Background: an optimization exercise with open tools, aiming at small area. Do not read the settings as production practice.
Function was checked by simulation only, so behaviour that the tests miss may differ from the original.

==> flow/design.v <==
`timescale 1ns / 1ps
module binarytodecimal(
    input [15:0] count, 
    output reg [6:0] digit0,
    output reg [6:0] digit1,
    output reg [6:0] digit2,
    output reg [6:0] digit3
    );
    reg [3:0] mydigit0;
    reg [3:0] mydigit1;
    reg [3:0] mydigit2;
    reg [3:0] mydigit3;
    always@(count)
        begin
        mydigit0 = count%10;
        mydigit1 = (count%100-count%10)/10;
        mydigit2 = (count%1000-count%100)/100;
        mydigit3 = (count%10000)/1000;
          case(mydigit0)
            4'b0000 : digit0 = 7'b0000001;
            4'b0001 : digit0 = 7'b1001111;
            4'b0010 : digit0 = 7'b0010010;
            4'b0011 : digit0 = 7'b0000110;
            4'b0100 : digit0 = 7'b1001100;
            4'b0101 : digit0 = 7'b0100100;
            4'b0110 : digit0 = 7'b0100000;
            4'b0111 : digit0 = 7'b0001111;
            4'b1000 : digit0 = 7'b0000000;
            4'b1001 : digit0 = 7'b0000100;
            4'b1010 : digit0 = 7'b0001000;
            4'b1011 : digit0 = 7'b1100000;
            4'b1100 : digit0 = 7'b0110001;
            4'b1101 : digit0 = 7'b1000010;
            4'b1110 : digit0 = 7'b0110000;
            4'b1111 : digit0 = 7'b0111000;
            endcase
        case(mydigit1)
            4'b0000 : digit1 = 7'b0000001;
            4'b0001 : digit1 = 7'b1001111;
            4'b0010 : digit1 = 7'b0010010;
            4'b0011 : digit1 = 7'b0000110;
            4'b0100 : digit1 = 7'b1001100;
            4'b0101 : digit1 = 7'b0100100;
            4'b0110 : digit1 = 7'b0100000;
            4'b0111 : digit1 = 7'b0001111;
            4'b1000 : digit1 = 7'b0000000;
            4'b1001 : digit1 = 7'b0000100;
            4'b1010 : digit1 = 7'b0001000;
            4'b1011 : digit1 = 7'b1100000;
            4'b1100 : digit1 = 7'b0110001;
            4'b1101 : digit1 = 7'b1000010;
            4'b1110 : digit1 = 7'b0110000;
            4'b1111 : digit1 = 7'b0111000;
            endcase
         case(mydigit2)
            4'b0000 : digit2 = 7'b0000001;
            4'b0001 : digit2 = 7'b1001111;
            4'b0010 : digit2 = 7'b0010010;
            4'b0011 : digit2 = 7'b0000110;
            4'b0100 : digit2 = 7'b1001100;
            4'b0101 : digit2 = 7'b0100100;
            4'b0110 : digit2 = 7'b0100000;
            4'b0111 : digit2 = 7'b0001111;
            4'b1000 : digit2 = 7'b0000000;
            4'b1001 : digit2 = 7'b0000100;
            4'b1010 : digit2 = 7'b0001000;
            4'b1011 : digit2 = 7'b1100000;
            4'b1100 : digit2 = 7'b0110001;
            4'b1101 : digit2 = 7'b1000010;
            4'b1110 : digit2 = 7'b0110000;
            4'b1111 : digit2 = 7'b0111000;
            endcase
           case(mydigit3)
            4'b0000 : digit3 = 7'b0000001;
            4'b0001 : digit3 = 7'b1001111;
            4'b0010 : digit3 = 7'b0010010;
            4'b0011 : digit3 = 7'b0000110;
            4'b0100 : digit3 = 7'b1001100;
            4'b0101 : digit3 = 7'b0100100;
            4'b0110 : digit3 = 7'b0100000;
            4'b0111 : digit3 = 7'b0001111;
            4'b1000 : digit3 = 7'b0000000;
            4'b1001 : digit3 = 7'b0000100;
            4'b1010 : digit3 = 7'b0001000;
            4'b1011 : digit3 = 7'b1100000;
            4'b1100 : digit3 = 7'b0110001;
            4'b1101 : digit3 = 7'b1000010;
            4'b1110 : digit3 = 7'b0110000;
            4'b1111 : digit3 = 7'b0111000;
            endcase
    end
endmodule
`timescale 1ns / 1ps
module clkdiv(
    input clk,
    input rst,
    output reg clk_out
    );
   reg [6:0] COUNT;  
    always @(posedge clk)
    begin
            if (rst)
            begin
                COUNT <= 0;
                clk_out <= 0;
                end
            else if (COUNT < 7'd99)
            begin
                COUNT <= COUNT+1;
                clk_out <= 0;
                end
            else
                begin
                clk_out <= 1;
                COUNT <= 0;
                end
                end
    endmodule
`timescale 1ns / 1ps
module clkdivdisplayme(
    input clk,
    input rst,
    output clk_out
    );
   reg [2:0] COUNT;  
    assign clk_out = COUNT[2];
    always @(posedge clk)
    begin
        if (rst)
            COUNT <= 0;
        else
            COUNT <= COUNT+1;
    end
    endmodule
`timescale 1ns / 1ps
module display_timer(
    input [6:0] digit0,
    input [6:0] digit1,
    input [6:0] digit2,
    input [6:0] digit3,
    input clk,
    input rst,
    input display_clk,
    output reg [6:0] sseg,
    output reg [3:0] an,
    output reg dp
    );
    reg [1:0] timer_state;
    reg[1:0] timer_next_state;
    reg display_clk_q;
    always@(posedge clk) begin
    if (rst) begin
        display_clk_q <= 1'b0;
        timer_state <= 2'b00;
        end
    else begin
        display_clk_q <= display_clk;
        if (display_clk && !display_clk_q)
            timer_state <= timer_next_state;
        end
    end
    always@(*) begin
    case(timer_state) 
        2'b00: timer_next_state = 2'b01;
        2'b01: timer_next_state = 2'b10;
        2'b10: timer_next_state = 2'b11;
        2'b11: timer_next_state = 2'b00;
        endcase
        end
    always@(*) begin
        case(timer_state)
            2'b00 : begin sseg = digit0; 
                    an = 4'b1110;
                    dp = 1'b1;
                    end
            2'b01 : begin sseg = digit1;
                    an = 4'b1101;
                    dp = 1'b1;
                    end
            2'b10 : begin sseg = digit2;
                    an = 4'b1011;
                    dp = 1'b0;
                    end
            2'b11 : begin sseg = digit3;
                    an = 4'b0111;
                    dp = 1'b1;
                    end
        endcase
        end
endmodule
`timescale 1ns / 1ps
module counter(
    input clk,
    input sys_rst,
    input startbutton,
    input reset,
    input [1:0] select,
    input [3:0] loadmeMSD,
    input [3:0] loadmeLSD,
    output wire [6:0] sseg,
    output wire [3:0] an,
    output wire dp
    );
    reg [3:0] next_state;
    wire slow_clk;
    reg [15:0] count;
    reg [3:0] state;
    wire [6:0] digit0;
    wire [6:0] digit1;
    wire [6:0] digit2;
    wire [6:0] digit3;
    binarytodecimal bd(.count(count), .digit0(digit0), .digit1(digit1), .digit2(digit2), .digit3(digit3));
    wire display_clk;
    clkdiv c5(.clk(clk), .rst(sys_rst), .clk_out(slow_clk));
    clkdivdisplayme c6(.clk(clk), .rst(sys_rst), .clk_out(display_clk));
    display_timer mytime(.clk(clk), .rst(sys_rst), .display_clk(display_clk), .digit0(digit0), .digit1(digit1), .digit2(digit2), .digit3(digit3), .sseg(sseg), .an(an), .dp(dp));
    localparam [3:0] State_Start = 0,
                     State_Countup_NoLoad = 1,
                     State_Countup_YesLoad = 2,
                     State_Countdown_NoLoad = 3,
                     State_Countdown_YesLoad = 4,
                     State_Countup_Work = 5,
                     State_Countdown_Work = 6,
                     State_Stop_Countup = 7,
                     State_Countup_Wait = 8,
                     State_Countdown_Wait = 9,
                     State_Stop_FromUp_Wait = 10,
                     State_Stop_FromDown_Wait = 11,
                     State_Stop_ToUp_Wait = 12,
                     State_Stop_ToDown_Wait = 13,
                     State_Stop_Countdown = 14;
    always@(posedge clk) begin
        if (sys_rst)
        state <= State_Start;
        else if (slow_clk)
        state <= next_state;
        end
    always@(posedge clk) begin
        if (sys_rst)
        count <= 0;
        else if (slow_clk)
        case(state)
        State_Countup_NoLoad: count <= 0;
        State_Countup_Work: begin
        if(count != 9999)
            count <= count+1;
            end
        State_Countdown_NoLoad: count <= 9999;
        State_Countdown_Work: begin
         if(count != 0)
         count <= count-1;
         end
        State_Countup_YesLoad: count <= loadmeMSD*1000 + loadmeLSD*100;
        State_Countdown_YesLoad: count <= loadmeMSD*1000 + loadmeLSD*100;
        default: begin
            end
            endcase
            end
    always@(*) begin
        next_state = state;
        case(state)
        State_Start:
        begin
            if(select == 2'b00)
                begin
                next_state = State_Countup_NoLoad;
                end
            else if (select == 2'b01)
                begin
                next_state = State_Countup_YesLoad;
                end
            else if (select == 2'b10)
                begin
                next_state = State_Countdown_NoLoad;
                end
            else if (select == 2'b11)
                begin
                next_state = State_Countdown_YesLoad;
                end
            end
          State_Countup_NoLoad: begin
                if((startbutton == 1'b1) && (reset != 1))
                    next_state = State_Countup_Wait;
                else if((startbutton == 1'b0) && (reset != 1))
                    next_state = State_Countup_NoLoad;
                else if((reset == 1))
                    next_state = State_Start;
                end
          State_Countup_YesLoad: begin
            if((startbutton == 1'b1) && (reset != 1)) 
                next_state = State_Countup_Wait;
            else if((startbutton == 1'b0) && (reset != 1)) 
                next_state = State_Countup_YesLoad;
            else if(reset == 1)
                next_state = State_Start;
             end
           State_Countup_Wait: begin
                if(startbutton == 1'b0)
                    next_state = State_Countup_Work;
                else
                    next_state = State_Countup_Wait;
                end  
         State_Countdown_NoLoad: begin
                if((startbutton == 1'b1) && (reset != 1))
                    next_state = State_Countdown_Wait;
                else if((startbutton == 1'b0) && (reset != 1)) 
                    next_state = State_Countdown_NoLoad;
                else if(reset == 1)
                    next_state = State_Start;
                end
         State_Countdown_YesLoad: begin
                if((startbutton == 1'b1) && (reset != 1))
                    next_state = State_Countdown_Wait;
                else if ((startbutton == 1'b0) && (reset != 1))
                    next_state = State_Countdown_YesLoad;
                else if(reset == 1)
                    next_state = State_Start;
                end
        State_Countdown_Wait: begin
                if(startbutton == 1'b0)
                    next_state = State_Countdown_Work;
                else
                    next_state = State_Countdown_Wait;
                end  
         State_Countup_Work: begin
                if(((count != 16'd9999) && (startbutton == 0)) && (reset != 1)) begin
                    next_state = State_Countup_Work;
                    end
                else if(((count == 16'd9999) || (startbutton == 1)) && (reset != 1))
                    next_state = State_Stop_FromUp_Wait;  
                else if(reset == 1)
                    next_state = State_Start;
                end
          State_Countdown_Work: begin
                if( ((count != 16'd0) && (startbutton == 0)) && (reset != 1)) begin
                    next_state = State_Countdown_Work;
                    end
                else if(((count == 16'd0) || (startbutton == 1))&& (reset != 1))
                    next_state = State_Stop_FromDown_Wait;  
                else if(reset == 1)
                    next_state = State_Start;  
                end
         State_Stop_FromUp_Wait: begin
                if(startbutton == 0)
                    next_state = State_Stop_Countup;
                else
                    next_state = State_Stop_FromUp_Wait;
            end
         State_Stop_FromDown_Wait: begin
                if(startbutton == 0)
                    next_state = State_Stop_Countdown;
                else
                    next_state = State_Stop_FromDown_Wait;
            end
         State_Stop_ToUp_Wait: begin
                if(startbutton == 0)
                    next_state = State_Countup_Work;
                else
                    next_state = State_Stop_ToUp_Wait;
         end
         State_Stop_ToDown_Wait: begin
                if(startbutton == 0)
                    next_state = State_Countdown_Work;
                else
                    next_state = State_Stop_ToDown_Wait;
         end          
        State_Stop_Countup: begin
            if((reset != 1) && (startbutton == 0))
                next_state = State_Stop_Countup;
            else if((reset != 1) && (startbutton == 1))
                    next_state = State_Stop_ToUp_Wait;
            else if(reset == 1)
                next_state = State_Start;
          end
          State_Stop_Countdown: begin
            if((reset != 1) && (startbutton == 0))
                next_state = State_Stop_Countdown;
            else if((reset != 1) && (startbutton == 1))
                    next_state = State_Stop_ToDown_Wait;
            else if(reset == 1)
                next_state = State_Start;
              end      
         default: begin
         next_state = State_Start;
         end
            endcase
        end
endmodule
==> flow/run.sh <==
#!/bin/bash
# synth_recipe.tcl (not shown) runs the flow's synth.tcl, then flattens the netlist and writes it again
# the make line also repeats each setting of config.mk as NAME=value (left out here)
make -C /OpenROAD-flow-scripts/flow DESIGN_CONFIG=/design/flow/config.mk WORK_HOME=/design/flow/orfs CLKGATE_MAP_FILE= SYNTH_SCRIPT=/design/flow/synth_recipe.tcl finish
==> flow/config.mk <==
export PLATFORM = sky130hd
export DESIGN_NAME = counter
export DESIGN_NICKNAME = counter
export VERILOG_FILES = /design/flow/design.v
export SDC_FILE = /design/flow/constraint.sdc
export NUM_CORES = 4
export LEC_CHECK = 0
export CAP_MARGIN = 20
export CORE_MARGIN = 2
export CORE_UTILIZATION = 40
export SLEW_MARGIN = 20
==> flow/constraint.sdc <==
create_clock -name core_clock -period 45.0 [get_ports {clk}]
set_input_delay 9.0000 -clock core_clock [delete_from_list [all_inputs] [get_ports {clk}]]
set_output_delay 9.0000 -clock core_clock [all_outputs]
set_load 0.01 [all_outputs]
==> impl_metrics.ini <==
[job]
cap_violations = 0

[finish]
final_common_cell = nor2_1
area_growth_pct = 4.378
drive_gt1_share_pct = 8.568
mostFrequentLayoutCells = nor2_1 (422), nand2_1 (360), a21oi_1 (353)
fillers = 7784
diodes = 0
final_nets = 4469

[cts]
cts.path.max_buffers = 2
insertion_delay_ps = 320
cts_tree = yes
clk_pin_slew_ps = 60
cts_root_buffer = clkbuf_16
numCtsBuffers = 5
h-tree-depth = 2
cts.sinks = 34

[detailed_routing]
avgViaCountPerCell = 6.453
wire_per_inst_um = 17.91
vias = 33970
drc_errors = 0
first_pass_iters = 6
ant_nets = 0
drt_iter0_drc = 3301
wl_um = 94280

[setup_path]
worst-path-buf-inv = 8
cp-start-kind = register
path_delay_family = compound AO/OA/AOI/OAI gates
critPathRequiredTime_ps = 36000
cp-startpoint = count[14]$_SDFFE_PP0P_
crit_path_top_delay_cell = or4_1
critPathKind = reg -> out
r2r_cells = 21
cp_max_fo = 41
max_stage_delay_ps = 730
cp-end-kind = output pin
r2r-start = state[1]$_SDFFE_PP0P_
path_common_cell = nor2_1
cp.arrival_ps = 33440
crit_cells = 115

[logic_synthesis]
avgSynthCellArea_sq_um = 6.768
synthFlopType = dfxtp_1
synth-async-reset-ratio_pct = 0
syn-cell-area_sq_mm = 0.02995
synth_top_area_share_pct = 6.842
synth_edf_count = 0
syn_inst = 4426
synth_area_leaders = xnor2_1 (6.8%), ha_1 (6.3%), a21oi_1 (5.9%)
ys_types = 165
yosysSeqAreaShare_pct = 2.272
synth-seq-cells = 34
yosysWarnings = 5
synth_top_area_cell = xnor2_1

[worst_hold_path]
hold_path.class = reg -> reg
hold_path.startpoint = c6.COUNT[0]$_SDFF_PP0_
holdPathStages = 1

[floorplan]
io_pins = 26
fp.dieW_um = 277.7
num_rows = 100
coreArea_sq_mm = 0.07432
die_y_um = 277.7
initial_core_util_pct = 40.30
dieArea_sq_mm = 0.07709

[global_route]
antenna_found_initial = 0
grt_pass1_vias = 30010
grt_use_total_pct = 22.93
grt_pass1_wl_um = 154000
grt_max_degree = 43
grt.overflow.total = 0

[sta]
drv_slew = 0
fin_crit_sh_pct = 94.31
fin_hold_ws_ps = 432.2
setup-tns-final_ps = 0
finalHoldViolCount = 0
tightestPinTransition_ps = 1064
rsz0062_at_grt = false
max-slew-margin-rel_pct = 28.92
fin_skew_ps = 24.54
clock.fmax_mhz = 23.56
setup_viol = 0
period_minus_slack_ps = 42440

[placement]
hpwl_um = 73120
gp_congestion = 0.9587
port-buffer-count = 25

[status]
status = no timing/DRC/antenna violations
==> routing by layer <==
metal	share of wire (%)	global-route usage [%]
met2	44	36.37
met1	48	32.87
met3	5.8	1.929
met5	0	0
met4	2.6	6.639
==> timing repair <==
action	CTS	global route
resized for setup	0	22
buffers inserted	0	9
hold buffers	0	0
endpoints found under the setup margin	0	7
==> Yosys cell counts, types with 46 or more instances <==
master,number
clkbuf_1,149
xnor2_1,234
inv_1,162
and2_1,80
buf_2,52
ha_1,151
o21ai_0,235
o21a_1,56
o211ai_1,80
o21ai_1,63
nand2_1,360
nor2_1,422
nand3_1,147
a211oi_1,57
or3_1,50
and3_1,46
nor3_1,168
xor2_1,80
mux2i_1,71
a31oi_1,69
a21oi_1,355
nor4_1,52
nand4_1,58
a21o_1,96
==> worst register-to-register path: stages (launching register included) <==
cell and delay, ps:
dfxtp_1 740, inv_1 310, nor3_4 710, ha_1 370, a21o_1 170, a21o_1 200, a21o_1 180, a21oi_1 210
o21bai_1 100, a21oi_1 230, o21bai_1 90, a21oi_1 220, o21bai_1 110, a21oi_1 240, o21bai_1 90, a21oi_1 220
o21bai_1 90, a21oi_1 220, xnor2_1 180, nor2_1 60, o21ai_0 160, a21oi_1 90
==> state kept, by name, summed over array words and instances, names as in the netlist <==
signal / flops
count: 16
c5.COUNT: 7
state: 4
c6.COUNT: 3
mytime.timer_state: 2
c5.clk_out: 1
mytime.display_clk_q: 1
==> cells by family (layout without fill, tap and decap cells) <==
logic type,count (synthesis),in the layout,synth area share (%)
AOI/OAI and AO/OA,1723,1723,42.69
and+or+nand+nor,1631,1631,27.33
buffers and inverters,405,272,5.485
xor gates and xnor gates,325,325,9.891
adders and majority gates,196,196,8.170
muxes,111,111,4.148
DFF,34,34,2.272
other,1,3,0.01252
==> layout make-up <==
cell class | instances | area, sq um | share of cell area, %
tap | 969 | 1212 | 3.878
multi-input combinational | 3989 | 27790 | 88.87
timing repair buffer | 89 | 730.7 | 2.337
clock buffer | 5 | 125.1 | 0.4002
inverter | 175 | 660.6 | 2.113
sequential | 34 | 681.9 | 2.181
clock inverter | 3 | 68.82 | 0.2201
==> stage by stage <==
| step | area [sq um] | instances | util (%) | setup slack (ps) |
|---|---|---|---|---|
| floorplan | 29960 | 4428 | - | 7351 |
| global placement | 30870 | 5247 | 41.53 | 2505 |
| detailed placement | 30870 | 5247 | 41.54 | 1875 |
| CTS | 31070 | 5255 | 41.80 | 1388 |
| global route | 31270 | 5264 | 42.07 | 5.929 |
| finish | 31270 | 5264 | 42.07 | 2562 |
==> final timing paths <==
kind | endpoint | slack [ps]
hold reg to reg | c6.COUNT[0]$_SDFF_PP0_ | 430
hold / removal | c6.COUNT[0]$_SDFF_PP0_ | 430
setup reg to reg | count[15]$_SDFFE_PP0P_ | 39880
setup / recovery | sseg[1] | 2560

[re-timing with driven ports]
The flow's constraints put no driver on any port. The routed layout listed below was extracted and timed again, unchanged, in two steps.
Step 1 (the two cells are an assumption about what drives the block):
set clk [get_ports {clk}]
set_driving_cell -lib_cell sky130_fd_sc_hd__clkbuf_16 $clk
set_driving_cell -lib_cell sky130_fd_sc_hd__buf_2 [delete_from_list [all_inputs] $clk]
Step 2 adds t to the input delays and takes it off the output delays; t is the mean of the earliest and latest rising clock arrival at the registers after step 1. Input paths then give back, and output paths get back, about the clock's delay inside the block.
a / b / c = no drivers / after step 1 / after step 2; a / b = the first two.
t (ns): 0.356
setup WS [ns]: 2.562 / 2.515 / 2.871
hold slack, ns: 0.432 / 0.432 / 0.432
cell pins on the clock port's net: 1
After both steps this run still meets setup and hold. The setup slack of this run moves by -0.047 ns with the drivers and by +0.309 ns with both steps.
